This design comes from an exercise in tuning for a short achievable clock period and few clock cycles on the open sky130 flow, not from production work.
RTL that was checked went through simulation tests only; none was proved equivalent to the original.
For runs 1 to 4, only the layout was checked, not whether the RTL still works.
Power and IR drop assume default switching activity.

==> flow/design.v <==
module srisc_top(clk, reset, sw, ledr, halt, ram_addr, ram_write, ram_din, ram_dout);
	input clk, reset;
	input [7:0] sw;
	output reg [7:0] ledr;
	output reg halt;
	output [7:0] ram_addr;
	output ram_write;
	output [15:0] ram_din;
	input [15:0] ram_dout;
	function automatic [15:0] add16(input [15:0] a, input [15:0] b, input cin);
		reg [15:0] g, p, G, P, Gn, Pn;
		integer i, d;
		begin
			g = a & b; p = a ^ b;
			G = g; P = p;
			G[0] = g[0] | (p[0] & cin);
			for (d = 1; d < 16; d = d * 2) begin
				Gn = G; Pn = P;
				for (i = d; i < 16; i = i + 1) begin
					Gn[i] = G[i] | (P[i] & G[i-d]);
					Pn[i] = P[i] & P[i-d];
				end
				G = Gn; P = Pn;
			end
			add16 = p ^ {G[14:0], cin};
		end
	endfunction
	function automatic [8:0] add9(input [8:0] a, input [8:0] b);
		reg [8:0] g, p, G, P, Gn, Pn;
		integer i, d;
		begin
			g = a & b; p = a ^ b;
			G = g; P = p;
			for (d = 1; d < 9; d = d * 2) begin
				Gn = G; Pn = P;
				for (i = d; i < 9; i = i + 1) begin
					Gn[i] = G[i] | (P[i] & G[i-d]);
					Pn[i] = P[i] & P[i-d];
				end
				G = Gn; P = Pn;
			end
			add9 = p ^ {G[7:0], 1'b0};
		end
	endfunction
	function automatic [7:0] add8(input [7:0] a, input [7:0] b);
		reg [8:0] r;
		begin
			r = add9({1'b0, a}, {1'b0, b});
			add8 = r[7:0];
		end
	endfunction
	reg [7:0] pa;           
	reg pw;                 
	reg [7:0] pa_n;
	reg pw_n;
	wire [7:0] pai = ~pa_n;
	wire pwi = ~pw_n;
	reg [15:0] pd;          
	reg pf_v;               
	reg pl_v;               
	reg [2:0] pl_rd;
	reg pl_ram;
	reg [8:0] pl_a9;
	reg [7:0] pcf;          
	localparam NBT = 4;
	reg [NBT-1:0] bt_v;
	reg [7:0] bt_tag [0:NBT-1];
	reg [7:0] bt_tgt [0:NBT-1];
	reg [7:0] bt_tgt1 [0:NBT-1];
	reg [1:0] bt_ptr;
	assign ram_addr = pa;
	assign ram_write = pw;
	assign ram_din = pd;
	reg d_v;                
	reg d_btbr;             
	reg d_hold;             
	reg [15:0] hold_ir;
	reg [7:0] h_seln, h_selm, h_seld;
	reg [7:0] d_pcr, d_pc1r, d_pc2r;    
	reg [7:0] h_pc, h_pc1, h_pc2;       
	reg h_btb;
	wire [7:0] d_pc  = d_hold ? h_pc  : d_pcr;
	wire [7:0] d_pc1 = d_hold ? h_pc1 : d_pc1r;
	wire [7:0] d_pc2 = d_hold ? h_pc2 : d_pc2r;
	wire d_btb = d_hold ? h_btb : d_btbr;
	reg lw_v;               
	reg [2:0] lw_rd;
	reg lw_ram, lw_sw;
	reg [15:0] R [0:7];
	reg fN, fV, fZ;
	reg led_w;
	reg [8:0] led_a;
	reg [7:0] led_d;
	reg e_v;
	reg [7:0] e_pc, e_pc1, e_tgt, e_tgt1;
	reg [15:0] e_a, e_b, e_c;
	reg e_ins;                  
	reg e_z8;                   
	reg e_add, e_and, e_mvn;    
	reg e_wr;
	reg [2:0] e_wrd;
	reg e_cmp, e_ld, e_st, e_bcc, e_bx, e_halt, e_pred, e_rd7;
	reg e_bxd;                  
	reg [2:0] e_cond;
	reg [8:0] e_imm5;
	reg w_we;
	reg [2:0] w_rd;
	reg [15:0] w_res;
	wire kill_e = pwi & e_v & (pai == e_pc);    
	wire ex = e_v & ~kill_e & ~halt;
	wire [15:0] opA = e_a;
	wire [15:0] shB = e_b;      
	wire [15:0] opC = e_c;
	wire [15:0] stdata = e_c;   
	wire [15:0] sum = add16(opA, shB, 1'b0);
	wire [15:0] ee = e_and ? (opA & shB) : e_mvn ? ~shB : shB;    
	wire [15:0] res = e_add ? sum : ee;
	wire [15:0] diff = add16(opA, ~shB, 1'b1);
	wire [8:0] addr9 = add9(opA[8:0], e_imm5);
	reg taken;
	always_comb begin
		case (e_cond)
			3'b000: taken = 1'b1;
			3'b001: taken = fZ;
			3'b010: taken = ~fZ;
			3'b011: taken = fN ^ fV;
			default: taken = (fN ^ fV) | fZ;
		endcase
	end
	wire e_redir = ex & ((e_bx & ~e_bxd) | (e_bcc & (taken ^ e_pred) & ~e_z8));
	wire [7:0] e_tsel  = e_bx ? (e_rd7 ? e_pc1 : opC[7:0]) : (taken ? e_tgt : e_pc1);
	wire [7:0] e_tsel1 = e_bx ? (e_rd7 ? e_pc1 + 8'd1 : opC[7:0] + 8'd1) : (taken ? e_tgt1 : e_pc1 + 8'd1);
	wire ex_ld = ex & e_ld;
	wire ex_st = ex & e_st;
	wire ex_stram = ex_st & ~addr9[8];
	wire ex_port = ex_ld | ex_st;      
	wire we_e = ex & e_wr;
	wire [15:0] I = d_hold ? hold_ir : ram_dout;
	wire [2:0] op3 = I[15:13];
	wire [1:0] op2 = I[12:11];
	wire [2:0] rn = I[10:8], rd = I[7:5], rm = I[2:0];
	wire is_movi = (op3 == 3'b110) & op2[1];
	wire is_mov  = (op3 == 3'b110) & ~op2[1];
	wire is_alu  = (op3 == 3'b101);
	wire is_add  = is_alu & (op2 == 2'b00);
	wire is_cmp  = is_alu & (op2 == 2'b01);
	wire is_and  = is_alu & (op2 == 2'b10);
	wire is_mvn  = is_alu & (op2 == 2'b11);
	wire is_ldr  = (op3 == 3'b011);
	wire is_str  = (op3 == 3'b100);
	wire is_bcc  = (op3 == 3'b001);
	wire is_br   = (op3 == 3'b010);
	wire is_bl   = is_br & (op2 == 2'b11);
	wire is_blx  = is_br & (op2 == 2'b10);
	wire is_bx   = is_br & ~op2[0];           
	wire is_halt = (op3 == 3'b111);
	wire use_rn = (is_alu & ~is_mvn) | is_ldr | is_str;
	wire use_rm = is_alu | is_mov;
	wire use_rd = is_str | is_bx;
	wire [15:0] lw_data = lw_ram ? ram_dout : lw_sw ? {8'b0, sw} : 16'b0;
	reg [15:0] Rb [0:7];
	reg [7:0] blk;
	integer ri;
	always_comb begin
		for (ri = 0; ri < 8; ri = ri + 1) begin
			if (e_early & (e_wrd == ri)) Rb[ri] = ee;
			else if (w_we & (w_rd == ri)) Rb[ri] = w_res;
			else if (lw_v & (lw_rd == ri)) Rb[ri] = lw_data;
			else Rb[ri] = R[ri];
			blk[ri] = (e_v & (e_add | e_ld) & (e_wrd == ri)) | (pl_v & (pl_rd == ri));
		end
	end
	function automatic [15:0] rsel(input [7:0] oh);
		integer k;
		begin
			rsel = 16'd0;
			for (k = 0; k < 8; k = k + 1)
				rsel = rsel | ({16{oh[k]}} & Rb[k]);
		end
	endfunction
	wire [7:0] seln = d_hold ? h_seln : (8'd1 << ram_dout[10:8]);
	wire [7:0] selm = d_hold ? h_selm : (8'd1 << ram_dout[2:0]);
	wire [7:0] seld = d_hold ? h_seld : (8'd1 << ram_dout[7:5]);
	wire skill_d = pwi & d_v & (pai == d_pc);   
	wire d_bx7 = is_bx & (rd == 3'd7) & ~(lw_v & (lw_rd == 3'd7)) & ~(e_v & e_wr & (e_wrd == 3'd7));
	wire w_w7 = w_we & (w_rd == 3'd7);
	wire [7:0] R7b  = w_w7 ? w_res[7:0] : R[7][7:0];
	wire [7:0] R7b1 = w_w7 ? w_res[7:0] + 8'd1 : R[7][7:0] + 8'd1;
	wire e_cmpv = e_v & e_cmp;
	wire z_now = e_cmpv ? (e_a == e_b) : fZ;
	wire lt_now = e_cmpv ? ($signed(e_a) < $signed(e_b)) : (fN ^ fV);
	wire [15:0] Ir = ram_dout;
	wire r_bcc = (Ir[15:13] == 3'b001);
	wire r_bl  = (Ir[15:11] == 5'b01011);
	reg d_bt;
	always_comb begin
		case (Ir[10:8])
			3'b000: d_bt = 1'b1;
			3'b001: d_bt = z_now;
			3'b010: d_bt = ~z_now;
			3'b011: d_bt = lt_now;
			3'b100: d_bt = lt_now | z_now;
			default: d_bt = Ir[7];
		endcase
	end
	wire d_z8 = (Ir[7:0] == 8'd0);
	wire d_pt = ~d_hold & ~d_z8 & ((r_bcc & d_bt) | r_bl);
	wire d_redir7 = d_v & ~d_btb & d_bx7;
	wire [7:0] d_tgt  = add8(d_pc1r, Ir[7:0]);
	wire [7:0] d_tgt1 = add8(d_pc2r, Ir[7:0]);
	wire [7:0] d_tgt7  = op2[1] ? d_pc1 : R7b;
	wire [7:0] d_tgt71 = op2[1] ? d_pc2 : R7b1;
	wire e_early = e_v & e_wr & ~e_add;
	wire [15:0] rA = rsel(seln);
	wire [15:0] rB = rsel(selm);
	wire [15:0] rC = rsel(seld);
	wire [1:0] d_sh = (is_movi | is_br) ? 2'b00 : I[4:3];
	wire [1:0] d_shc = is_str ? I[4:3] : 2'b00;
	function automatic [15:0] shf(input [15:0] x, input [1:0] sh);
		case (sh)
			2'b00: shf = x;
			2'b01: shf = {x[14:0], 1'b0};
			2'b10: shf = {1'b0, x[15:1]};
			default: shf = {x[15], x[15:1]};
		endcase
	endfunction
	wire dstall = d_v & ((use_rn & (|(seln & blk))) | (use_rm & (|(selm & blk))) | (use_rd & (|(seld & blk))));
	wire d_ok = d_v & ~kill_e & ~e_redir & ~skill_d & ~halt;
	wire d_go = d_ok & ~dstall;
	wire d_wait = d_ok & dstall;
	reg [NBT-1:0] bt_hv;
	reg [7:0] bt_t, bt_t1;
	integer bi;
	always_comb begin
		bt_t = 8'd0; bt_t1 = 8'd0;
		for (bi = 0; bi < NBT; bi = bi + 1) begin
			bt_hv[bi] = bt_v[bi] & (bt_tag[bi] == pai);
			bt_t = bt_t | ({8{bt_hv[bi]}} & bt_tgt[bi]);
			bt_t1 = bt_t1 | ({8{bt_hv[bi]}} & bt_tgt1[bi]);
		end
	end
	wire bt_hit = pf_v & (|bt_hv);
	wire sel_e = kill_e | e_redir | skill_d;
	wire [7:0] nfa  = kill_e ? e_pc  : e_redir ? e_tsel  : d_pc;
	wire [7:0] nfa1 = kill_e ? e_pc1 : e_redir ? e_tsel1 : d_pc1;
	wire pri = sel_e | dstall;
	reg [7:0] nfb, nfb1;
	reg sqb;
	always_comb begin
		sqb = 1'b1;
		if (sel_e) begin
			nfb = nfa; nfb1 = nfa1;
		end else if (dstall) begin
			if (pf_v) begin
				nfb = pai; nfb1 = pcf;
			end else begin
				nfb = pcf; nfb1 = pcf + 8'd1; sqb = 1'b0;
			end
		end else if (d_redir7) begin
			nfb = d_tgt7; nfb1 = d_tgt71;
		end else if (bt_hit) begin
			nfb = bt_t; nfb1 = bt_t1; sqb = 1'b0;
		end else begin
			nfb = pcf; nfb1 = pcf + 8'd1; sqb = 1'b0;
		end
	end
	wire gate = ~pri & d_v;
	wire use_tgt = gate & ~d_btb;     
	wire use_undo = gate & d_btb;     
	wire [7:0] nfT  = use_tgt ? d_tgt : nfb;
	wire [7:0] nfT1 = use_tgt ? d_tgt1 : nfb1;
	wire [7:0] nfN  = use_undo ? d_pc1 : nfb;
	wire [7:0] nfN1 = use_undo ? d_pc2 : nfb1;
	wire [7:0] nf  = d_pt ? nfT : nfN;
	wire [7:0] nf1 = d_pt ? nfT1 : nfN1;
	wire sqT = sqb | use_tgt;
	wire sqN = sqb | use_undo;
	wire squash = d_pt ? sqT : sqN;
	wire lw_we = lw_v & ~(w_we & (w_rd == lw_rd));
	always_ff @(posedge clk) begin
		if (w_we) R[w_rd] <= w_res;
		if (lw_we) R[lw_rd] <= lw_data;
		w_res <= res;
		w_rd <= e_wrd;
		if (ex & e_cmp) begin
			fN <= diff[15];
			fV <= (opA[15] & ~shB[15] & ~diff[15]) | (~opA[15] & shB[15] & diff[15]);
			fZ <= (opA == shB);
		end
		led_a <= addr9;
		led_d <= stdata[7:0];
		if (led_w & (led_a == 9'h100)) ledr <= led_d;
		pd <= stdata;
		pl_rd <= e_wrd;
		pl_ram <= ~addr9[8];
		pl_a9 <= addr9;
		if (ex_port) begin
			pa <= addr9[7:0];
			pa_n <= ~addr9[7:0];
			pcf <= nf;
		end else begin
			pa <= nf;
			pa_n <= ~nf;
			pcf <= nf1;
		end
		for (bi = 0; bi < NBT; bi = bi + 1)
			if (pwi & (bt_tag[bi] == pai)) bt_v[bi] <= 1'b0;
		if (ex & e_ins) begin
			bt_v[bt_ptr] <= 1'b1;
			bt_tag[bt_ptr] <= e_pc;
			bt_tgt[bt_ptr] <= e_tgt;
			bt_tgt1[bt_ptr] <= e_tgt1;
			bt_ptr <= bt_ptr + 2'd1;
		end
		hold_ir <= I;
		h_seln <= seln;
		h_selm <= selm;
		h_seld <= seld;
		d_btbr <= d_pt ? (bt_hit & ~sqT) : (bt_hit & ~sqN);
		d_pcr <= pai;
		d_pc1r <= pai + 8'd1;
		d_pc2r <= pai + 8'd2;
		h_btb <= d_btb;
		h_pc <= d_pc;
		h_pc1 <= d_pc1;
		h_pc2 <= d_pc2;
		lw_rd <= pl_rd;
		lw_ram <= pl_ram;
		lw_sw <= (pl_a9 == 9'h140);
		e_pc <= d_pc;
		e_pc1 <= d_pc1;
		e_tgt <= d_tgt;
		e_tgt1 <= d_tgt1;
		e_a <= rA;
		e_b <= is_movi ? {{8{I[7]}}, I[7:0]} : is_br ? {8'b0, d_pc1} : shf(rB, d_sh);
		e_c <= shf(rC, d_shc);
		e_ins <= d_pt & ~d_btb;
		e_add <= is_add;
		e_and <= is_and;
		e_mvn <= is_mvn;
		e_wr <= is_movi | is_mov | is_add | is_and | is_mvn | is_bl | is_blx;
		e_wrd <= is_movi ? rn : (is_bl | is_blx) ? 3'd7 : rd;
		e_cmp <= is_cmp;
		e_ld <= is_ldr;
		e_st <= is_str;
		e_bcc <= is_bcc;
		e_bx <= is_bx;
		e_halt <= is_halt;
		e_pred <= d_bt;
		e_z8 <= d_z8;
		e_rd7 <= is_blx & (rd == 3'd7);
		e_bxd <= d_bx7 & ~d_btb;
		e_cond <= rn;
		e_imm5 <= {{4{I[4]}}, I[4:0]};
		if (reset) begin
			pa <= 8'd0;
			pa_n <= 8'hff;
			pcf <= 8'd1;
			bt_v <= {NBT{1'b0}};
			bt_ptr <= 2'd0;
			pw <= 1'b0;
			pw_n <= 1'b1;
			pf_v <= 1'b1;
			pl_v <= 1'b0;
			d_v <= 1'b0;
			d_hold <= 1'b0;
			lw_v <= 1'b0;
			e_v <= 1'b0;
			w_we <= 1'b0;
			halt <= 1'b0;
			led_w <= 1'b0;
		end else begin
			led_w <= ex_st;
			pw <= ex_stram;
			pw_n <= ~ex_stram;
			pf_v <= ~ex_port;
			pl_v <= ex_ld;
			d_v <= d_pt ? (d_wait | (pf_v & ~sqT)) : (d_wait | (pf_v & ~sqN));
			d_hold <= d_wait;
			lw_v <= pl_v & ~(we_e & (e_wrd == pl_rd));
			e_v <= d_go;
			w_we <= we_e;
			if ((ex & e_halt) | (d_ok & ~d_hold & (Ir[15:13] == 3'b111) & ~ex_st)) halt <= 1'b1;
		end
	end
endmodule
==> flow/run.sh <==
#!/bin/bash
# synth_recipe.tcl (not shown) runs the flow's synth.tcl, then flattens the netlist and writes it again
# the make line also repeats each setting of config.mk as NAME=value (left out here)
make -C /OpenROAD-flow-scripts/flow DESIGN_CONFIG=/design/flow/config.mk WORK_HOME=/design/flow/orfs CLKGATE_MAP_FILE= SYNTH_SCRIPT=/design/flow/synth_recipe.tcl finish
==> flow/config.mk <==
export PLATFORM = sky130hd
export DESIGN_NAME = srisc_top
export DESIGN_NICKNAME = srisc_top
export VERILOG_FILES = /design/flow/design.v
export SDC_FILE = /design/flow/constraint.sdc
export NUM_CORES = 4
export LEC_CHECK = 0
export ABC_CLOCK_PERIOD_IN_PS = 1500
export CAP_MARGIN = 20
export CORE_MARGIN = 2
export CORE_UTILIZATION = 40
export SETUP_SLACK_MARGIN = 3
export SLEW_MARGIN = 20
==> flow/constraint.sdc <==
create_clock -name core_clock -period 5.0 [get_ports {clk}]
set_input_delay 1.0000 -clock core_clock [delete_from_list [all_inputs] [get_ports {clk}]]
set_output_delay 1.0000 -clock core_clock [all_outputs]
set_load 0.01 [all_outputs]
==> results of run 1 <==
## repair_timing
item	CTS	global route
gates cloned	23	35
endpoints found under the setup margin	547	416
setup buffers	296	250
hold buffers	0	0
resized for setup	890	635
pin swaps	145	219
## flip-flops by register name, summed over array words and instances (netlist names), 16 cells and up
name,flops
bt_tag,32
e_c,16
bt_tgt1,32
bt_tgt,32
R,128
e_a,16
e_b,16
w_res,16
## synth_stat cells, types with 26 or more instances
cell type  count  area [um2]
o22a_1        26         228
clkbuf_1     179         672
xnor2_1      124        1090
o22ai_1      179        1120
nor3_1       110         551
nand2_1      350        1310
a211oi_1     137        1030
dfxtp_1      262        5250
o21ai_0      236        1180
a22oi_1       36         270
buf_2         66         330
o21ai_1       37         185
ha_1          69         863
nor2_1       337        1260
mux2i_1       79         791
nor4_1        43         269
nand3_1       56         280
edfxtp_1     235        7060
a211o_1       42         368
inv_1        113         424
o31ai_1       27         203
o211ai_1      31         233
a21oi_1      156         781
## power breakdown
group / total (W) / internal, W / switching (W)
sequential: 0.00526 / 0.00467 / 0.000594
clock: 0.00439 / 0.00244 / 0.00195
combinational: 0.00373 / 0.00158 / 0.00215
## routing by layer
layer  vias to the layer above  routed length, um  GRT usage (%)
met4                         4              11100           14.7
met5                         -                 29              0
met2                      2840              64900           53.5
li1                      13900                  -              -
met1                     16100              59000           49.9
met3                       827              22100           9.54
## through the flow
step           utilization (%)  std cells  setup WS [ps]  hold slack [ps]
2_1_floorplan                -       3403           1600              310
3_3_place_gp              44.2       4315            328              312
3_5_place_dp              44.2       4315            397              312
4_1_cts                   54.1       4741           1790              326
5_1_grt                   61.2       5027           1680              333
6_report                  61.2       5030           1700              326
## cells by family after synthesis
family | share of synthesized area (%)
fa+ha+maj | 3.16
flops | 41.2
simple gates | 17.6
buf+inv | 5.52
xor+xnor | 4.28
compound gates | 24.3
mux | 3.87
## critical path, delay by kind of cell, from the launching register on
kind,cells,cell delay (ps)
AOI/OAI and AO/OA,6,1540
DFF,1,980
muxes,1,480
and+or+nand+nor,2,240
## layout make-up
type	count	area share, %
antenna	4	0.0220
clock buffer	67	3.31
clock inverter	40	0.879
inverter	119	1.02
multi-input combinational	2536	47.1
sequential	497	27.5
tap	969	2.67
timing repair buffer	798	17.5
## path summary, 6_finish.rpt
path	from	endpoint	slack, ps
setup / recovery	w_res[2]	pcf[5]	1700
hold / removal	e_c[15]	pd[15]	330
setup reg to reg	w_res[2]	pcf[5]	1700
hold reg to reg	e_c[15]	pd[15]	330
==> out/metrics.csv, run 1 <==
stage,metric,value,unit
global_route,first-pass GRT wire length,206000,um
cts,clock latency (worst-skew pair),680,ps
timing,Final Hold Viols,0,
synthesis,Syn Nets,3502,
layout,Syn-to-layout area delta,52.2,%
setup_path,Max Fanout on Critical Path,17,
cts,clock sink count,497,
timing,worst slew pin tran,1150,ps
synthesis,Post-Synthesis Cell Area,29800,um2
layout,register area,12500,um2
synthesis,Yosys Warn Count,2,
timing,unrepaired setup endpoints after global routing,yes,
setup_path,R2R depth,9,
route,WL final,157000,um
route,DRT iter0 DRCs,5318,
route,Final ANT Viol Nets,0,
placement,placed instance area,32800,um2
layout,"commonest non-fill, non-tap cell in the layout",buf_4,
global_route,vias in the first global route,28900,
cts,Root Buffer,clkbuf_16,
timing,Slew HR,23.0,%
setup_path,CP endpoint kind,flop,
synthesis,"Seq/Total Area, Yosys",41.2,%
placement,Port Buffers,59,
setup_path,"Slowest-stage cell, CP",dfxtp_1,
setup_path,Crit path arrival time,3920,ps
setup_path,worst stage delay on the critical path,980,ps
floorplanning,I/O Pins,60,
floorplanning,die width,277,um
layout,Multi-input gate area,21400,um2
layout,fill count,5940,
setup_path,CP required,5620,ps
min_path,Hold Crit Depth,0,
timing,minimum clock period after layout,3300,ps
timing,Setup Viol. Count Final,0,
global_route,initial antenna violation count,7,
power,Pwr Total,0.0134,W
floorplanning,die area,76800,um2
timing,fmax,303,MHz
synthesis,Cell variety after synth,101,
timing,Setup TNS,0,ps
layout,most frequent cells in the layout,"494 x buf_4, 293 x nor2_1, 277 x nand2_1",
power,PwrDens,295,nW/um2
placement,HPWL Detailed,98100,um
global_route,largest net degree at the start of global routing,32,
layout,fin area,45400,um2
status,status,"complete, no violations",
layout,Nets,4108,
synthesis,"FFs w/ async S/R, synth",0,%
timing,crit share post-route,66.0,%
setup_path,critical path class,reg2reg,
route,DRC viols,0,
setup_path,cells along the critical path,mux2i_2 -> a21oi_1 -> nand2_1 -> a221o_1 -> a21oi_1 -> o21ai_2 -> o211ai_1 -> o211ai_1 -> nand4_1,
cts,clk slew on worst S/H paths,70,ps
power,static leakage,17.3,nW
synthesis,Post-synth EDFFs,235,
route,DR WL/cell,31.3,um
floorplanning,Starting Density,40.2,%
floorplanning,Placement Rows,100,
floorplanning,core area,74200,um2
cts,clock tree from TritonCTS,done,
timing,fin. max-slew vios,0,
power,Max VDD drop,0.000240,V
min_path,Worst Hold Class,reg2reg,
setup_path,critical path startpoint category,flop,
cts,Longest Clk Path Bufs,3,
timing,clk_skew,52.8,ps
flow_run,max cap viols,0,
route,via/cell ratio,6.71,
synthesis,Mapped Cells,3403,
global_route,GRT overflow,0,
synthesis,main flop type after synthesis,dfxtp_1,
global_route,GR Util All Layers,36.1,%
synthesis,Seq cells post-synth,497,
cts,H-tree Lvls,2,
floorplanning,Die Height,277,um
layout,share of cells above drive strength 1,44.6,%
synthesis,Post-Syn Area per Cell,8.77,um2
cts,CTS buffer count,57,
route,Via Count,33700,
placement,GPL Wtd Cong,1.06,
route,DRT Pass-1 Iters,10,
==> inputs of run 2 (changes only) <==
--- a/flow/design.v
+++ b/flow/design.v
@@ -96,2 +96,3 @@
 	reg [15:0] e_a, e_b, e_c;
+	reg [15:0] e_an, e_bn;      
 	reg e_ins;                  
@@ -110,7 +111,7 @@
 	wire ex = e_v & ~kill_e & ~halt;
-	wire [15:0] opA = e_a;
-	wire [15:0] shB = e_b;      
+	wire [15:0] opA = ~e_an;
+	wire [15:0] shB = ~e_bn;    
 	wire [15:0] opC = e_c;
 	wire [15:0] stdata = e_c;   
-	wire [15:0] sum = add16(opA, shB, 1'b0);
+	wire [15:0] sum = add16(e_a, e_b, 1'b0);
 	wire [15:0] ee = e_and ? (opA & shB) : e_mvn ? ~shB : shB;    
@@ -189,4 +190,4 @@
 	wire e_cmpv = e_v & e_cmp;
-	wire z_now = e_cmpv ? (e_a == e_b) : fZ;
-	wire lt_now = e_cmpv ? ($signed(e_a) < $signed(e_b)) : (fN ^ fV);
+	wire z_now = e_cmpv ? (opA == shB) : fZ;
+	wire lt_now = e_cmpv ? ($signed(opA) < $signed(shB)) : (fN ^ fV);
 	wire [15:0] Ir = ram_dout;
@@ -226,2 +227,3 @@
 	endfunction
+	wire [15:0] d_bv = is_movi ? {{8{I[7]}}, I[7:0]} : is_br ? {8'b0, d_pc1} : shf(rB, d_sh);
 	wire dstall = d_v & ((use_rn & (|(seln & blk))) | (use_rm & (|(selm & blk))) | (use_rd & (|(seld & blk))));
@@ -334,3 +336,5 @@
 		e_a <= rA;
-		e_b <= is_movi ? {{8{I[7]}}, I[7:0]} : is_br ? {8'b0, d_pc1} : shf(rB, d_sh);
+		e_b <= d_bv;
+		e_an <= ~rA;
+		e_bn <= ~d_bv;
 		e_c <= shf(rC, d_shc);
--- a/flow/config.mk
+++ b/flow/config.mk
@@ -11,3 +11,3 @@
 export CORE_UTILIZATION = 40
-export SETUP_SLACK_MARGIN = 3
+export SETUP_SLACK_MARGIN = 1.8
 export SLEW_MARGIN = 20
==> out/metrics.csv, run 2 <==
stage,metric,value,unit,change
placement,HPWL Detailed,99600,um,+1.5%
synthesis,"Seq/Total Area, Yosys",42.5,%,+1.3 points
floorplanning,Placement Rows,101,,+1.0%
synthesis,Yosys top cell area share,23.2,%,-0.48 points
synthesis,Seq cells post-synth,529,,+6.4%
floorplanning,Die Height,280,um,+1.0%
route,DRT iter0 DRCs,4495,,-15%
route,DRT Pass-1 Iters,6,,-4
layout,post-layout util,49.9,%,-11 points
timing,worst slew pin tran,1190,ps,+40.5 ps
setup_path,Crit path arrival time,4490,ps,+570 ps
global_route,initial antenna violation count,4,,-3
min_path,Worst Hold Class,reg2reg,,
power,Logic pwr share,21.8,%,-6.1 points
power,clock share of power,36.7,%,+3.9 points
global_route,GR Util All Layers,34.2,%,-1.9 points
layout,Post-Layout Cell Count,4705,,-6.5%
layout,Nets,3782,,-7.9%
cts,CTS buffer count,60,,+5.3%
timing,fmax,251,MHz,-17%
cts,clock tree from TritonCTS,done,,
layout,most frequent cells in the layout,"363 x nand2_1, 331 x nor2_1, 269 x buf_4",,
layout,Syn-to-layout area delta,24.0,%,
synthesis,Mapped Cells,3501,,+2.9%
synthesis,"FFs w/ async S/R, synth",0,%,unchanged
status,status,"complete, no violations",,
synthesis,cell with the most instances after synthesis,nand2_1,,
setup_path,R2R depth,15,,+6
route,DRC viols,0,,unchanged
setup_path,critical path startpoint category,flop,,
synthesis,Post-Syn Area per Cell,8.70,um2,-0.77%
floorplanning,Starting Density,40.3,%,about the same
timing,Slew HR,19.5,%,-3.4 points
setup_path,CP required,5510,ps,-110 ps
flow_run,max cap viols,0,,unchanged
power,share of power burned in registers,41.4,%,+2.1 points
layout,share of cells above drive strength 1,20.9,%,-24 points
route,WL final,140000,um,-11%
power,P_sw,0.00423,W,-10%
power,Max VDD drop,0.000281,V,+17%
route,metal2 WL,56000,um,-14%
min_path,Hold Crit Depth,0,,unchanged
synthesis,top cell type by total area after synthesis,edfxtp_1,,
synthesis,synth cell count leaders,"374 x nand2_1, 342 x nor2_1, 294 x dfxtp_1, 241 x clkbuf_1, 241 x o21ai_0",,
layout,Largest Register,R,,
cts,Root Buffer,clkbuf_16,,
layout,"commonest non-fill, non-tap cell in the layout",nand2_1,,
global_route,largest net degree at the start of global routing,34,,+6.3%
timing,crit share post-route,79.7,%,+14 points
timing,clk_skew,42.0,ps,-10.8 ps
min_path,Worst Hold Launch,e_c[13],,
cts,clk slew on worst S/H paths,70,ps,about the same
min_path,Worst Hold Endpoint,pd[13],,
timing,Final Hold Viols,0,,unchanged
placement,GPL Wtd Cong,0.988,,-6.4%
synthesis,Cell variety after synth,81,,-20%
synthesis,synth top area cells,"edfxtp_1 23%, dfxtp_1 19%, nand2_1 4.6%, nor2_1 4.2%, o21ai_0 4.0%",,
timing,unrepaired setup endpoints after global routing,yes,,
route,Via Count,30400,,-10%
power,static leakage,14.6,nW,-16%
synthesis,Yosys Warn Count,2,,unchanged
cts,clock sink count,529,,+6.4%
timing,worst hold margin,325,ps,-1.06 ps
power,P_int,0.00878,W,+1.1%
timing,Setup Viol. Count Final,0,,unchanged
floorplanning,die area,78400,um2,+2.1%
route,via/cell ratio,6.46,,-3.7%
cts,clock latency (worst-skew pair),660,ps,-20 ps
synthesis,Post-synth EDFFs,235,,unchanged
setup_path,critical path class,reg2reg,,
route,max layer used,met5,,
route,Metal-1 WL,59300,um,+0.58%
layout,fin area,37800,um2,-17%
placement,Placed Cells,4460,,+3.4%
cts,cts hold-fix bufs,0,,unchanged
setup_path,Critical Path Source,e_bn[8],,
timing,Setup TNS,0,ps,unchanged
route,metal3 WL,18800,um,-15%
cts,H-tree Lvls,2,,unchanged
power,sw frac,32.5,%,-2.6 points
placement,Port Buffers,59,,unchanged
placement,placed instance area,33000,um2,+0.73%
timing,fin. max-slew vios,0,,unchanged
route,Final ANT Viol Nets,0,,unchanged
power,PwrDens,344,nW/um2,+17%
global_route,vias in the first global route,27300,,-5.7%
synthesis,Syn Nets,3613,,+3.2%
setup_path,Critical R2R Launch,e_bn[8],,
floorplanning,die width,280,um,+1.0%
setup_path,R2R setup slack,1020,ps,-690 ps
setup_path,Max Fanout on Critical Path,8,,-9
synthesis,Post-Synthesis Cell Area,30500,um2,+2.1%
layout,Largest register FFs,128,,unchanged
route,DR WL/cell,29.7,um,-5.0%
global_route,first-pass GRT wire length,196000,um,-4.7%
timing,minimum clock period after layout,3980,ps,+687 ps
floorplanning,I/O Pins,60,,unchanged
synthesis,main flop type after synthesis,dfxtp_1,,
global_route,GRT overflow,0,,unchanged
setup_path,CP endpoint kind,flop,,
floorplanning,core area,75700,um2,+2.0%
setup_path,worst r2r dst,pcf[7],,
cts,Longest Clk Path Bufs,3,,unchanged
-- run 2: cell count changes after synthesis, sizes merged, moves of 23 or more --
cell	change
nor3	-34
dfxtp	+32
inv	+30
a21oi	+34
clkbuf	+60
buf	-58
o22ai	-45
nand2	+23
-- run 2: logic make-up after synthesis --
group                      synth area share (%)
DFF                                        42.5
muxes                                      3.47
xor gates and xnor gates                   4.20
and+or+nand+nor                            16.3
AOI/OAI and AO/OA                          24.5
adders and majority gates                  3.63
buffers and inverters                      5.42
-- run 2: layout make-up --
class | instances | area, um2
fill | 7085 | 37900
multi-input combinational | 2539 | 17400
antenna | 5 | 12.5
sequential | 529 | 13000
tap | 978 | 1220
clock inverter | 39 | 433
timing repair buffer | 385 | 3400
timing repair inverter | 1 | 7.51
clock buffer | 75 | 1700
inverter | 154 | 587
-- run 2: worst max-delay path by stage --
stage,end
finish,pcf[7]
global route,pcf[7]
CTS,pa_n[4]
detailed placement,e_c[10]
global placement,e_b[12]
floorplan,pcf[6]
-- run 2: what timing repair did --
| action | 4_1_cts | 5_1_grt |
|---|---|---|
| setup endpoints to repair | 151 | 81 |
| resized for setup | 220 | 202 |
| buffers inserted | 61 | 57 |
| gates cloned | 4 | 4 |
| pin swaps | 48 | 47 |
-- run 2: worst max-delay path: stages (launching register included) --
cell	delay, ps
dfxtp_2	360
inv_2	50
ha_4	210
or4_4	540
or4_4	570
o31a_1	360
mux2i_1	200
a21oi_2	80
nor4_4	180
o21a_2	230
buf_12	120
mux2i_4	420
buf_4	190
buf_6	80
and3_4	180
o32ai_2	70
-- run 2: metrics by stage --
step / power, W / setup WS [ps]
CTS: 0.0127 / 996
detailed placement: 0.00783 / 352
global route: 0.0134 / 899
floorplan: 0.00665 / 1250
finish: 0.0130 / 1020
global placement: 0.00782 / 388
-- run 2: routing by layer --
metal,up-vias,track usage (%)
met5,-,0
met4,6,11.0
met3,367,9.53
met2,2177,48.2
met1,14600,50.1
li1,13200,-
-- run 2: power by group through the flow --
stage	clock network, W	registers (W)	logic [W]
global route	0.00497	0.00541	0.00298
detailed placement	0	0.00545	0.00237
finish	0.00478	0.00539	0.00284
floorplan	0	0.00516	0.00149
global placement	0	0.00545	0.00237
CTS	0.00480	0.00538	0.00256
==> inputs of run 3 (changes only) <==
--- a/flow/design.v
+++ b/flow/design.v
@@ -247,3 +247,4 @@
 	wire [7:0] nfa1 = kill_e ? e_pc1 : e_redir ? e_tsel1 : d_pc1;
-	wire pri = sel_e | dstall;
+	wire [7:0] nfs  = sel_e ? nfa  : pf_v ? pai : pcf;
+	wire [7:0] nfs1 = sel_e ? nfa1 : pf_v ? pcf : pcf + 8'd1;
 	reg [7:0] nfb, nfb1;
@@ -254,8 +255,2 @@
 			nfb = nfa; nfb1 = nfa1;
-		end else if (dstall) begin
-			if (pf_v) begin
-				nfb = pai; nfb1 = pcf;
-			end else begin
-				nfb = pcf; nfb1 = pcf + 8'd1; sqb = 1'b0;
-			end
 		end else if (d_redir7) begin
@@ -268,3 +263,3 @@
 	end
-	wire gate = ~pri & d_v;
+	wire gate = ~sel_e & d_v;
 	wire use_tgt = gate & ~d_btb;     
@@ -275,7 +270,7 @@
 	wire [7:0] nfN1 = use_undo ? d_pc2 : nfb1;
-	wire [7:0] nf  = d_pt ? nfT : nfN;
-	wire [7:0] nf1 = d_pt ? nfT1 : nfN1;
+	wire [7:0] nf  = dstall ? nfs  : d_pt ? nfT : nfN;
+	wire [7:0] nf1 = dstall ? nfs1 : d_pt ? nfT1 : nfN1;
 	wire sqT = sqb | use_tgt;
 	wire sqN = sqb | use_undo;
-	wire squash = d_pt ? sqT : sqN;
+	wire squash = dstall ? (sel_e | pf_v) : d_pt ? sqT : sqN;
 	wire lw_we = lw_v & ~(w_we & (w_rd == lw_rd));
@@ -381,3 +376,3 @@
 			pl_v <= ex_ld;
-			d_v <= d_pt ? (d_wait | (pf_v & ~sqT)) : (d_wait | (pf_v & ~sqN));
+			d_v <= dstall ? d_ok : d_pt ? (pf_v & ~sqT) : (pf_v & ~sqN);
 			d_hold <= d_wait;
==> out/metrics.csv, run 3 <==
stage,metric,value,unit,change
power,PwrDens,335,nW/um2,-2.6%
route,DRT iter0 DRCs,3884,,-14%
timing,worst slew pin tran,1220,ps,+26.6 ps
global_route,gr busiest metal,met2,,
placement,Port Buffers,59,,unchanged
timing,Setup TNS,0,ps,unchanged
global_route,vias in the first global route,28700,,+5.0%
synthesis,synth cell count leaders,"382 x nor2_1, 366 x nand2_1, 294 x dfxtp_1, 248 x o21ai_0, 235 x edfxtp_1",,
timing,fmax,308,MHz,+23%
floorplanning,Placement Rows,102,,+0.99%
global_route,GR Layer Usage met3,6.81,%,-2.7 points
cts,Root Buffer,clkbuf_16,,
synthesis,"Seq/Total Area, Yosys",41.8,%,-0.68 points
layout,Syn-to-layout area delta,21.6,%,
setup_path,critical path startpoint category,flop,,
placement,dpl ws,260,ps,-91.8 ps
status,status,"complete, no violations",,
layout,fill count,7382,,+4.2%
timing,setup ws final,1760,ps,+741 ps
synthesis,cell with the most instances after synthesis,nor2_1,,
setup_path,R2R depth,14,,-1
cts,cts hold-fix bufs,0,,unchanged
route,WL final,142000,um,+1.6%
power,static leakage,14.5,nW,-0.75%
setup_path,Crit path arrival time,3850,ps,-640 ps
power,Pwr Total,0.0126,W,-2.9%
floorplanning,Die Height,282,um,+0.80%
placement,GPL Wtd Cong,1.06,,+7.1%
cts,clock sink count,529,,unchanged
setup_path,CP endpoint kind,flop,,
synthesis,Post-Syn Area per Cell,8.69,um2,-0.11%
global_route,global-route met1 utilization,43.8,%,-6.4 points
layout,"commonest non-fill, non-tap cell in the layout",nor2_1,,
global_route,grt met2 use,53.9,%,+5.8 points
layout,Largest register FFs,128,,unchanged
route,via/cell ratio,6.39,,-1.1%
synthesis,Seq cells post-synth,529,,unchanged
layout,share of cells above drive strength 1,20.9,%,+0.031 points
cts,clock latency (worst-skew pair),650,ps,about the same
timing,Setup Viol. Count Final,0,,unchanged
cts,clk slew on worst S/H paths,70,ps,about the same
timing,unrepaired setup endpoints after global routing,yes,,
timing,Final Hold Viols,0,,unchanged
route,Via Count,30500,,+0.28%
placement,Placed Cells,4548,,+2.0%
cts,Longest Clk Path Bufs,3,,unchanged
cts,clock tree from TritonCTS,done,,
synthesis,Yosys Warn Count,2,,unchanged
global_route,initial antenna violation count,6,,+2
route,DRC viols,0,,unchanged
synthesis,Post-Synthesis Cell Area,31000,um2,+1.6%
global_route,GR Util All Layers,34.6,%,+0.33 points
setup_path,R2R setup slack,1760,ps,+740 ps
synthesis,Post-synth EDFFs,235,,unchanged
layout,register area,13000,um2,+0.22%
layout,Multi-input gate area,17900,um2,+2.6%
timing,Slew HR,18.1,%,-1.5 points
layout,Post-Layout Cell Count,4769,,+1.4%
timing,crit share post-route,64.9,%,-15 points
global_route,largest net degree at the start of global routing,37,,+8.8%
floorplanning,core area,77100,um2,+1.8%
synthesis,synth top area cells,"edfxtp_1 23%, dfxtp_1 19%, nor2_1 4.6%, nand2_1 4.4%, o21ai_0 4.0%",,
timing,clk_skew,33.0,ps,-9.02 ps
synthesis,Syn Nets,3674,,+1.7%
floorplanning,die width,282,um,+0.80%
timing,minimum clock period after layout,3240,ps,-741 ps
floorplanning,die area,79700,um2,+1.6%
route,DR WL/cell,29.8,um,+0.26%
synthesis,top cell type by total area after synthesis,edfxtp_1,,
layout,Largest Register,R,,
placement,HPWL Detailed,102000,um,+2.3%
min_path,Worst Hold Class,reg2reg,,
min_path,Hold Crit Depth,0,,unchanged
route,Final ANT Viol Nets,0,,unchanged
floorplanning,Starting Density,40.2,%,-0.079 points
synthesis,Mapped Cells,3562,,+1.7%
setup_path,CP required,5610,ps,+100 ps
synthesis,main flop type after synthesis,dfxtp_1,,
synthesis,Yosys top cell area share,22.8,%,-0.37 points
layout,Nets,3786,,+0.11%
flow_run,max cap viols,0,,unchanged
layout,most frequent cells in the layout,"363 x nor2_1, 349 x nand2_1, 256 x dfxtp_1",,
route,DRT Pass-1 Iters,8,,+2
cts,CTS buffer count,60,,unchanged
synthesis,Cell variety after synth,107,,+32%
global_route,GRT overflow,0,,unchanged
setup_path,Max Fanout on Critical Path,6,,-2
timing,fin. max-slew vios,0,,unchanged
setup_path,critical path class,reg2reg,,
floorplanning,I/O Pins,60,,unchanged
synthesis,"FFs w/ async S/R, synth",0,%,unchanged
power,Max VDD drop,0.000266,V,-5.5%
global_route,first-pass GRT wire length,200000,um,+2.1%
cts,H-tree Lvls,2,,unchanged
[run 3: cell count changes after synthesis, sizes merged, moves of 13 or more]
cell     before  now
buf          40  108
clkbuf      241  174
nor3         79  138
a211oi      139   86
nor2        342  384
o22ai       135  170
o311ai        5   39
a21oi       194  164
mux2i        85   60
o21ai       253  268
o2bb2ai       2   16
o211ai       41   28
o22a         26   13
[run 3: critical path: stages, from the launching register on]
cell       delay [ps]
dfxtp_2           350
inv_1              70
ha_4              220
nor4_4            340
nand4_1           220
o311ai_2          300
o2111ai_1         160
a211oi_2          360
o21ai_4            90
buf_12            150
buf_8             130
nor2_4            230
o21ai_1           110
a311oi_1          300
o21a_1            160
[run 3: metal layers]
layer | share of wire (%) | up-vias
met3 | 9.8 | 553
met2 | 44 | 1913
met4 | 7.7 | 6
li1 | - | 13400
met1 | 39 | 14600
met5 | 0.027 | -
[run 3: what timing repair did]
action / in CTS / in global routing
cloned: 2 / 2
setup endpoints to repair: 123 / 91
gates resized for setup: 230 / 257
setup buffers: 59 / 41
pin swaps: 27 / 44
[run 3: final timing paths]
kind                            startpoint     end
worst max-delay path               e_bn[2]  pcf[3]
worst min-delay path                pl_ram  lw_ram
worst max register to register     e_bn[2]  pcf[3]
worst min register to register      pl_ram  lw_ram
[run 3: layout make-up]
| type | count | area share (%) |
|---|---|---|
| clock inverter | 35 | 0.754 |
| antenna | 3 | 0.0199 |
| tap | 1040 | 3.45 |
| sequential | 529 | 34.6 |
| timing repair buffer | 329 | 7.56 |
| clock buffer | 79 | 4.59 |
| inverter | 154 | 1.54 |
| multi-input combinational | 2600 | 47.5 |
[run 3: metrics by stage]
step / instance area [um2] / utilization (%) / hold slack [ps]
after global placement: 33100 / 42.9 / 311
after detailed placement: 33100 / 42.9 / 313
after CTS: 36300 / 47.1 / 327
final: 37700 / 48.9 / 325
after floorplan: 31100 / - / 310
after global routing: 37700 / 48.9 / 333
[run 3: cell families (layout without fill, tap and decap cells)]
family                     after synthesis  count (layout)  share of synthesized area [%]
buffers and inverters                  436             597                           5.91
DFF                                    529             529                           41.8
muxes                                   86              86                           2.93
other                                    0               3                              0
and+or+nand+nor                       1185            1188                           18.1
AOI/OAI and AO/OA                     1097            1097                           23.6
adders and majority gates               86              86                           3.57
xor gates and xnor gates               143             143                           4.04
[run 3: power by group]
group / switching (W) / internal (W) / total, W
sequential: 0.000553 / 0.00494 / 0.00549
combinational: 0.00164 / 0.000998 / 0.00264
clock: 0.00199 / 0.00251 / 0.00450
total: 0.00418 / 0.00844 / 0.0126
==> inputs of run 4 (changes only) <==
--- a/flow/config.mk
+++ b/flow/config.mk
@@ -10,4 +10,5 @@
 export CORE_MARGIN = 2
-export CORE_UTILIZATION = 40
-export SETUP_SLACK_MARGIN = 1.8
+export CORE_UTILIZATION = 60
+export PLACE_DENSITY = 0.75
+export SETUP_SLACK_MARGIN = 3
 export SLEW_MARGIN = 20
==> out/metrics.csv, run 4 <==
stage,metric,value,unit,change
synthesis,main flop type after synthesis,dfxtp_1,,
global_route,first-pass GRT wire length,343000,um,
synthesis,Post-synth EDFFs,235,,unchanged
floorplanning,Die Height,231,um,-18%
synthesis,Cell variety after synth,107,,unchanged
cts,Longest Clk Path Bufs,3,,unchanged
placement,Port Buffers,59,,unchanged
synthesis,"FFs w/ async S/R, synth",0,%,unchanged
global_route,GR Util All Layers,86.6,%,
floorplanning,I/O Pins,60,,unchanged
global_route,largest net degree at the start of global routing,34,,
placement,Placed Cells,4175,,-8.2%
synthesis,Post-Syn Area per Cell,8.69,um2,unchanged
floorplanning,Placement Rows,83,,-19%
global_route,vias in the first global route,45600,,
placement,GPL Wtd Cong,1.12,,+5.9%
floorplanning,die width,231,um,-18%
placement,HPWL Detailed,103000,um,+1.5%
floorplanning,Starting Density,60.5,%,+20 points
synthesis,synth top area cells,"edfxtp_1 23%, dfxtp_1 19%, nor2_1 4.6%, nand2_1 4.4%, o21ai_0 4.0%",,
synthesis,Post-Synthesis Cell Area,31000,um2,unchanged
synthesis,synth cell count leaders,"382 x nor2_1, 366 x nand2_1, 294 x dfxtp_1, 248 x o21ai_0, 235 x edfxtp_1",,
status,First Err,[ERROR GRT-0116] Global routing finished with congestion. Check the congestion regions in the DRC Viewer.,,
synthesis,cell with the most instances after synthesis,nor2_1,,
status,Failed at,5_1_grt,,
synthesis,Seq cells post-synth,529,,unchanged
cts,CTS buffer count,56,,-6.7%
cts,clock sink count,529,,unchanged
status,status,aborted with a tool error,,
cts,cts hold-fix bufs,0,,unchanged
synthesis,"Seq/Total Area, Yosys",41.8,%,unchanged
synthesis,Mapped Cells,3562,,unchanged
global_route,GRT overflow,1309,,
synthesis,top cell type by total area after synthesis,edfxtp_1,,
cts,Root Buffer,clkbuf_16,,
synthesis,Yosys Warn Count,2,,unchanged
synthesis,Yosys top cell area share,22.8,%,unchanged
cts,H-tree Lvls,2,,unchanged
synthesis,Syn Nets,3674,,unchanged
run 4: cell counts after synthesis:
No cell type changed its count.
run 4: routing by layer:
layer | overflow | track usage, %
met5 | 3 | 39.6
met4 | 383 | 91.4
met3 | 29 | 71.6
met2 | 861 | 104
met1 | 33 | 84.0
run 4: cells by family after synthesis:
| group | after synthesis | synth area share (%) |
|---|---|---|
| compound gates | 1097 | 23.6 |
| buf+inv | 436 | 5.91 |
| flops | 529 | 41.8 |
| mux | 86 | 2.93 |
| fa+ha+maj | 86 | 3.57 |
| simple gates | 1185 | 18.1 |
| xor+xnor | 143 | 4.04 |
run 4: per-stage QoR:
| step | instance area [um2] | hold slack (ps) | setup slack [ps] |
|---|---|---|---|
| floorplan | 32500 | 310 | 1860 |
| global placement | 33500 | 310 | 494 |
| detailed placement | 33500 | 312 | 533 |
| CTS | 44500 | 326 | 1860 |
run 4: power groups by stage:
stage | Clock (W) | Combinational (W) | Sequential [W]
after global placement | 0 | 0.00237 | 0.00553
after detailed placement | 0 | 0.00245 | 0.00555
after CTS | 0.00442 | 0.00336 | 0.00546
after floorplan | 0 | 0.00176 | 0.00519
run 4: repair_timing:
action,4_1_cts
gates resized for setup,1318
pin swaps,301
cloned,38
setup endpoints to repair,594
buffers inserted,457
run 4: worst max-delay path by stage:
stage / from / end / slack, ps / cells after the start
after CTS: e_an[1] / pcf[3] / 1860 / 15
after detailed placement: ram_dout[15] / pcf[3] / 530 / 11
after global placement: ram_dout[15] / pa_n[5] / 490 / 12
after floorplan: ram_dout[13] / pa[1] / 1860 / 10
==> inputs of run 5 (changes only) <==
--- a/flow/design.v
+++ b/flow/design.v
@@ -191,3 +191,3 @@
 	wire z_now = e_cmpv ? (opA == shB) : fZ;
-	wire lt_now = e_cmpv ? ($signed(opA) < $signed(shB)) : (fN ^ fV);
+	wire lt_now = e_cmpv ? ((opA[15] ^ shB[15]) ? opA[15] : (opA[14:0] < shB[14:0])) : (fN ^ fV);
 	wire [15:0] Ir = ram_dout;
--- a/flow/config.mk
+++ b/flow/config.mk
@@ -10,5 +10,4 @@
 export CORE_MARGIN = 2
-export CORE_UTILIZATION = 60
-export PLACE_DENSITY = 0.75
-export SETUP_SLACK_MARGIN = 3
+export CORE_UTILIZATION = 40
+export SETUP_SLACK_MARGIN = 1.8
 export SLEW_MARGIN = 20
==> out/metrics.csv, run 5 <==
stage,metric,value,unit,change
status,status,"complete, no violations",,
placement,Port Buffers,59,,unchanged
floorplanning,Starting Density,40.5,%,-20 points
layout,"commonest non-fill, non-tap cell in the layout",nor2_1,,
synthesis,"Seq/Total Area, Yosys",41.9,%,+0.13 points
route,via/cell ratio,6.39,,
cts,cts hold-fix bufs,0,,unchanged
synthesis,"FFs w/ async S/R, synth",0,%,unchanged
synthesis,Mapped Cells,3515,,-1.3%
layout,Post-Layout Cell Count,4830,,
synthesis,top cell type by total area after synthesis,edfxtp_1,,
min_path,Worst Hold Class,reg2reg,,
timing,fin. max-slew vios,0,,
cts,clk slew on worst S/H paths,60,ps,
layout,Largest register FFs,128,,
cts,Longest Clk Path Bufs,3,,unchanged
setup_path,Crit path arrival time,4060,ps,
timing,clk_skew,46.0,ps,
power,Pwr Total,0.0132,W,
floorplanning,die width,282,um,+22%
synthesis,Post-synth EDFFs,235,,unchanged
global_route,gr busiest metal,met2,,
synthesis,Syn Nets,3629,,-1.2%
global_route,GRT overflow,0,,
layout,Nets,3862,,
global_route,initial antenna violation count,5,,
setup_path,cells along the critical path,buf_12 -> buf_16 -> mux2i_4 -> inv_2 -> nor2_1 -> a21boi_0 -> o311ai_2 -> buf_4 -> and2_1 -> buf_6 -> o21ai_1 -> and4_1 -> or4_1 -> a31oi_1,,
setup_path,CP endpoint kind,flop,,
synthesis,main flop type after synthesis,dfxtp_1,,
synthesis,Post-Syn Area per Cell,8.78,um2,+1.0%
cts,Root Buffer,clkbuf_16,,
cts,CTS buffer count,60,,+7.1%
cts,clock tree from TritonCTS,done,,
synthesis,cell with the most instances after synthesis,nor2_1,,
layout,fin area,39200,um2,
timing,Slew HR,22.7,%,
timing,Final Hold Viols,0,,
power,static leakage,15.2,nW,
route,Final ANT Viol Nets,0,,
setup_path,critical path startpoint category,flop,,
setup_path,Worst Path Buf+Inv,5,,
setup_path,critical path class,reg2reg,,
route,DR WL/cell,30.2,um,
placement,Placed Cells,4522,,+8.3%
global_route,global-route met1 utilization,43.3,%,
flow_run,max cap viols,0,,
placement,GPL Wtd Cong,1.04,,-7.3%
synthesis,Cell variety after synth,115,,+7.5%
global_route,grt met2 use,55.2,%,
global_route,vias in the first global route,28900,,
timing,unrepaired setup endpoints after global routing,yes,,
power,PwrDens,338,nW/um2,
floorplanning,die area,79400,um2,
route,DRT iter0 DRCs,4007,,
timing,worst hold margin,325,ps,
power,Max VDD drop,0.000247,V,
timing,crit share post-route,69.0,%,
setup_path,CP required,5610,ps,
timing,fmax,290,MHz,
layout,share of cells above drive strength 1,24.9,%,
cts,clock sink count,529,,unchanged
floorplanning,core area,76200,um2,
setup_path,Max Fanout on Critical Path,29,,
route,WL final,146000,um,
layout,Syn-to-layout area delta,26.9,%,
layout,most frequent cells in the layout,"360 x nor2_1, 319 x nand2_1, 293 x buf_4",,
synthesis,Post-Synthesis Cell Area,30900,um2,-0.30%
synthesis,synth cell count leaders,"369 x nor2_1, 333 x nand2_1, 294 x dfxtp_1, 236 x o21ai_0, 235 x edfxtp_1",,
route,DRC viols,0,,
synthesis,synth top area cells,"edfxtp_1 23%, dfxtp_1 19%, nor2_1 4.5%, nand2_1 4.0%, o21ai_0 3.8%",,
route,Via Count,30900,,
placement,placed instance area,33300,um2,-0.46%
timing,worst slew pin tran,1150,ps,
setup_path,"Slowest-stage cell, CP",or4_1,,
global_route,largest net degree at the start of global routing,37,,
setup_path,cell family with most CP delay,simple AND/OR/NAND/NOR gates,,
floorplanning,I/O Pins,60,,unchanged
timing,minimum clock period after layout,3450,ps,
placement,HPWL Detailed,101000,um,-2.4%
route,DRT Pass-1 Iters,9,,
synthesis,Yosys Warn Count,2,,unchanged
setup_path,worst stage delay on the critical path,520,ps,
floorplanning,Placement Rows,101,,+22%
synthesis,Seq cells post-synth,529,,unchanged
synthesis,Yosys top cell area share,22.9,%,+0.069 points
cts,clock latency (worst-skew pair),680,ps,
timing,Setup Viol. Count Final,0,,
global_route,GR Layer Usage met3,7.91,%,
floorplanning,Die Height,282,um,+22%
layout,Largest Register,R,,
global_route,first-pass GRT wire length,203000,um,
global_route,GR Util All Layers,35.2,%,
timing,Setup TNS,0,ps,
cts,H-tree Lvls,2,,unchanged
-- run 5: changes by cell type after synthesis, moves of 9 or more --
| cell | before | now |
|---|---|---|
| a211o_1 | 28 | 50 |
| a211oi_1 | 86 | 129 |
| a221oi_1 | 15 | 6 |
| buf_1 | 33 | 22 |
| buf_2 | 53 | 71 |
| mux2i_1 | 59 | 45 |
| nand2_1 | 366 | 333 |
| nor2_1 | 382 | 369 |
| nor3_1 | 135 | 107 |
| o21ai_0 | 248 | 236 |
| o21ai_1 | 19 | 30 |
| o2bb2ai_1 | 16 | 7 |
| o311ai_0 | 38 | 6 |
| o31ai_1 | 14 | 26 |
-- run 5: what timing repair did --
action,in CTS,in global routing
pin swaps,77,70
endpoints found under the setup margin,123,95
cloned,4,7
resized for setup,339,217
setup buffers,104,79
-- run 5: kinds of logic (layout without fill, tap and decap cells) --
kind of cell	count (synthesis)	after routing	synth area share [%]
compound gates	1118	1118	24.3
simple gates	1128	1133	17.5
mux	75	75	2.57
other cells	0	2	0
xor+xnor	143	143	4.06
buf+inv	434	712	5.94
fa+ha+maj	88	88	3.66
flops	529	529	41.9
-- run 5: cell type report --
class	instances	area [um2]
tap	1030	1290
antenna	2	5.00
sequential	529	13100
inverter	151	567
timing repair buffer	449	4080
clock buffer	71	1620
fill	7075	37000
multi-input combinational	2557	18100
clock inverter	41	494
-- run 5: final timing paths --
check | start | end | slack, ps | depth (start not counted)
worst max-delay path | d_hold | pcf[6] | 1550 | 14
worst min-delay path | pl_ram | lw_ram | 330 | 0
worst max register to register | d_hold | pcf[6] | 1550 | 14
worst min register to register | pl_ram | lw_ram | 330 | 0
-- run 5: routing by layer --
metal	up-vias	wire (um)	part of all wire [%]
li1	13500	-	-
met1	14700	55000	38
met2	2038	64100	44
met3	621	14800	10
met4	8	11900	8.2
met5	-	59	0.040
-- run 5: worst register-to-register path, stage by stage (launching register included) --
cell and delay, ps:
dfxtp_4 380, buf_12 120, buf_16 220, mux2i_4 360, inv_2 100, nor2_1 250, a21boi_0 190, o311ai_2 300
buf_4 190, and2_1 140, buf_6 220, o21ai_1 90, and4_1 180, or4_1 520, a31oi_1 140
-- run 5: metrics by stage --
| step | worst slack (ps) | util (%) |
|---|---|---|
| after global placement | 349 | 43.7 |
| final | 1550 | 51.4 |
| after global routing | 1440 | 51.4 |
| after CTS | 1600 | 49.4 |
| after floorplan | 1750 | - |
| after detailed placement | 394 | 43.7 |
-- run 5: power by group --
group / switching, W / internal [W]
clock network: 0.00199 / 0.00279
registers: 0.000504 / 0.00494
logic: 0.00183 / 0.00116
total: 0.00433 / 0.00889
Testbench counts of run 5, summed over its fixed seeds: cycles 43,063.
==> inputs of run 6 (changes only) <==
--- a/flow/design.v
+++ b/flow/design.v
@@ -185,6 +185,6 @@
 	wire skill_d = pwi & d_v & (pai == d_pc);   
-	wire d_bx7 = is_bx & (rd == 3'd7) & ~(lw_v & (lw_rd == 3'd7)) & ~(e_v & e_wr & (e_wrd == 3'd7));
 	wire w_w7 = w_we & (w_rd == 3'd7);
-	wire [7:0] R7b  = w_w7 ? w_res[7:0] : R[7][7:0];
-	wire [7:0] R7b1 = w_w7 ? w_res[7:0] + 8'd1 : R[7][7:0] + 8'd1;
+	wire d_bx7 = is_bx & (rd == 3'd7) & ~(lw_v & (lw_rd == 3'd7)) & ~(e_v & e_wr & (e_wrd == 3'd7)) & ~w_w7;
+	wire [7:0] R7b  = R[7][7:0];
+	wire [7:0] R7b1 = R[7][7:0] + 8'd1;
 	wire e_cmpv = e_v & e_cmp;
==> out/metrics.csv, run 6 <==
stage,metric,value,unit,change
min_path,Worst Hold Class,reg2reg,,
synthesis,top cell type by total area after synthesis,edfxtp_1,,
floorplanning,I/O Pins,60,,unchanged
floorplanning,Die Height,281,um,-0.45%
power,sw frac,32.2,%,-0.55 points
global_route,GR Layer Usage met3,6.03,%,-1.9 points
layout,Largest register FFs,128,,unchanged
power,static leakage,14.8,nW,-2.4%
floorplanning,die width,281,um,-0.45%
setup_path,CP required,5580,ps,-30 ps
synthesis,mux share of post-synthesis cell area,2.98,%,+0.41 points
synthesis,"Seq/Total Area, Yosys",42.3,%,+0.38 points
synthesis,Seq cells post-synth,529,,unchanged
synthesis,Post-Syn Area per Cell,8.82,um2,+0.44%
layout,most frequent cells in the layout,"341 x nand2_1, 325 x nor2_1, 280 x buf_4",,
setup_path,critical path startpoint category,input pin,,
layout,Syn-to-layout area delta,25.4,%,
setup_path,worst r2r dst,pa_n[6],,
timing,Setup TNS,0,ps,unchanged
timing,setup ws final,1520,ps,-31.6 ps
timing,clk_skew,71.0,ps,+25.0 ps
cts,Root Buffer,clkbuf_16,,
layout,Nets,3759,,-2.7%
route,DRC viols,0,,unchanged
setup_path,CP endpoint kind,flop,,
power,PwrDens,333,nW/um2,-1.3%
layout,post-layout util,50.6,%,-0.79 points
global_route,GR Util All Layers,33.3,%,-1.9 points
global_route,grt met2 use,52.2,%,-3.0 points
timing,fmax,287,MHz,-0.91%
cts,H-tree Lvls,2,,unchanged
placement,Port Buffers,59,,unchanged
synthesis,Yosys Warn Count,2,,unchanged
synthesis,main flop type after synthesis,dfxtp_1,,
floorplanning,core area,75800,um2,-0.50%
synthesis,cell with the most instances after synthesis,nand2_1,,
floorplanning,Starting Density,40.3,%,-0.17 points
layout,fill count,7076,,+0.014%
setup_path,R2R setup slack,1680,ps,+130 ps
route,via/cell ratio,6.44,,+0.65%
synthesis,Mapped Cells,3468,,-1.3%
layout,Largest Register,R,,
timing,crit share post-route,69.6,%,+0.63 points
setup_path,Max Fanout on Critical Path,7,,-76%
placement,dpl ws,175,ps,-219 ps
floorplanning,Placement Rows,101,,unchanged
cts,clock sink count,529,,unchanged
layout,share of cells above drive strength 1,23.6,%,-1.3 points
route,DRT Pass-1 Iters,7,,-2
floorplanning,die area,78700,um2,-0.90%
route,Final ANT Viol Nets,0,,unchanged
cts,clk slew on worst S/H paths,60,ps,about the same
power,P_int,0.00867,W,-2.5%
global_route,first-pass GRT wire length,193000,um,-5.0%
timing,worst hold margin,326,ps,+0.671 ps
synthesis,synth cell count leaders,"354 x nand2_1, 341 x nor2_1, 294 x dfxtp_1, 246 x o21ai_0, 235 x edfxtp_1",,
timing,worst slew pin tran,1200,ps,+50.7 ps
power,Max VDD drop,0.000239,V,-3.1%
power,clock share of power,35.9,%,-0.3 points
global_route,GRT overflow,0,,unchanged
setup_path,Crit path arrival time,4060,ps,about the same
synthesis,Synth Area in Simple Gates,16.9,%,-0.62 points
cts,clock tree from TritonCTS,done,,
status,status,"complete, no violations",,
min_path,Hold Crit Depth,0,,unchanged
timing,Slew HR,19.3,%,-3.4 points
global_route,initial antenna violation count,4,,-1
synthesis,synth top area cells,"edfxtp_1 23%, dfxtp_1 19%, nand2_1 4.3%, nor2_1 4.2%, o21ai_0 4.0%",,
min_path,Worst Hold Launch,e_c[11],,
timing,Setup Viol. Count Final,0,,unchanged
synthesis,Cell variety after synth,94,,-18%
global_route,vias in the first global route,27600,,-4.4%
timing,Final Hold Viols,0,,unchanged
route,DR WL/cell,29.2,um,-3.3%
synthesis,"FFs w/ async S/R, synth",0,%,unchanged
layout,"commonest non-fill, non-tap cell in the layout",nand2_1,,
setup_path,Critical R2R Launch,pa_n[3],,
synthesis,post-synthesis xor/xnor area fraction,3.95,%,-0.11 points
synthesis,compound-cell area share of the yosys netlist,24.5,%,+0.15 points
synthesis,Post-synth EDFFs,235,,unchanged
cts,Longest Clk Path Bufs,3,,unchanged
global_route,global-route met1 utilization,41.8,%,-1.5 points
power,P_sw,0.00412,W,-4.9%
route,Via Count,30100,,-2.6%
cts,CTS buffer count,58,,-3.3%
synthesis,Syn Nets,3582,,-1.3%
synthesis,Yosys top cell area share,23.1,%,+0.21 points
global_route,gr busiest metal,met2,,
synthesis,Post-Synthesis Cell Area,30600,um2,-0.91%
route,DRT iter0 DRCs,3617,,-9.7%
placement,HPWL Detailed,96800,um,-4.1%
power,Logic pwr share,21.0,%,-1.6 points
timing,minimum clock period after layout,3480,ps,+31.6 ps
timing,unrepaired setup endpoints after global routing,yes,,
power,share of power burned in registers,43.1,%,+1.9 points
synthesis,main combinational cell family by area after synthesis,compound AO/OA/AOI/OAI gates,,
global_route,largest net degree at the start of global routing,36,,-2.7%
setup_path,Critical Path Source,ram_dout[0],,
flow_run,max cap viols,0,,unchanged
placement,GPL Wtd Cong,1.03,,-0.58%
setup_path,R2R depth,13,,-1
power,Pwr Total,0.0128,W,-3.3%
setup_path,critical path class,in2reg,,
route,WL final,136000,um,-6.4%
min_path,Worst Hold Endpoint,pd[11],,
synthesis,Post-Synth Adder-Cell Area,3.70,%,+0.034 points
cts,clock latency (worst-skew pair),690,ps,about the same
timing,fin. max-slew vios,0,,unchanged
## run 6: worst max-delay path by stage
stage / endpoint / slack [ps] / depth (start not counted)
3_5_place_dp: pa_n[1] / 180 / 12
3_3_place_gp: pa_n[1] / 210 / 12
2_1_floorplan: pa_n[5] / 1640 / 10
4_1_cts: pa_n[5] / 1630 / 9
6_report: pa_n[6] / 1520 / 13
5_1_grt: pa_n[6] / 1440 / 13
## run 6: per-layer routing
layer | up-vias | wire [um]
li1 | 13200 | -
met1 | 14300 | 51400
met2 | 2033 | 59500
met3 | 573 | 13200
met4 | 0 | 12300
met5 | - | 0
## run 6: stage by stage
stage               area (um2)  std cells
floorplan                30800       3468
global placement         32800       4394
detailed placement       32800       4394
CTS                      36500       4590
global route             38400       4672
finish                   38400       4675
## run 6: power by group through the flow
stage	sequential, W	combinational, W	clock (W)
finish	0.00551	0.00269	0.00459
global route	0.00553	0.00285	0.00481
CTS	0.00548	0.00244	0.00462
detailed placement	0.00556	0.00221	0
global placement	0.00556	0.00220	0
floorplan	0.00518	0.00151	0
## run 6: critical path, stage by stage
cell and delay [ps]:
clkdlybuf4s15_2 300, ha_1 290, fa_1 400, a21o_1 180
a21oi_2 220, o21bai_1 90, a21oi_1 180, xnor2_1 410
and2_4 310, o32ai_2 80, o21bai_1 170, a31oi_1 140
or2_4 270
## run 6: cells by family after synthesis
kind of cell | Yosys count
adders and majority gates | 88
xor gates and xnor gates | 138
buffers and inverters | 431
muxes | 87
and+or+nand+nor | 1087
AOI/OAI and AO/OA | 1108
DFF | 529
## run 6: final cells by class
class,count,area [um2],share of cell area [%]
antenna,3,7.51,0.0196
clock buffer,78,1630,4.25
clock inverter,31,410,1.07
inverter,148,563,1.47
multi-input combinational,2509,18000,46.9
sequential,529,13100,34.0
tap,978,1220,3.19
timing repair buffer,399,3500,9.11
## run 6: timing repair
action | 4_1_cts | 5_1_grt
hold buffers | 0 | 0
cloned | 1 | 7
gates resized for setup | 285 | 265
endpoints found under the setup margin | 218 | 74
pin swaps | 28 | 71
setup buffers | 86 | 75
Testbench counts of run 6, summed over its fixed seeds: cycles 43,063.

## afterwards: timing with drivers on the ports
The flow's constraints put no driver on any port. The routed layouts listed below were extracted and timed again, unchanged, in two steps. Step 1 assumes that a clkbuf_16 drives the clock port and a buf_2 every other input. Step 2 moves the port delays by t, midway between the first and last clock arrival at a register: inputs arrive t later, outputs are due t later. That takes back most of the time a late clock gives input paths. Slacks: ideal / step 1 / step 2; pairs: ideal / step 1.
run	t, ns	setup WS [ns]	worst hold slack (ns)	worst setup path at the end	clock arrival spread, ns
run 1	0.724	1.702 / 1.702 / 1.151	0.326 / 0.326 / 0.326	input to register	0.055 / 0.055
run 2	0.714	1.016 / 1.016 / 0.818	0.325 / 0.325 / 0.325	input to register	0.044 / 0.043
run 3	0.699	1.757 / 1.753 / 1.054	0.325 / 0.325 / 0.325	input to register	0.041 / 0.041
run 5	0.726	1.550 / 1.550 / 0.903	0.325 / 0.325 / 0.325	input to register	0.048 / 0.047
run 6	0.715	1.519 / 1.558 / 0.843	0.326 / 0.326 / 0.326	input to register	0.074 / 0.074
After both steps every run listed still meets setup and hold. The setup slack of run 3, which loses most, moves by -0.004 ns with the drivers and by -0.703 ns with both steps.
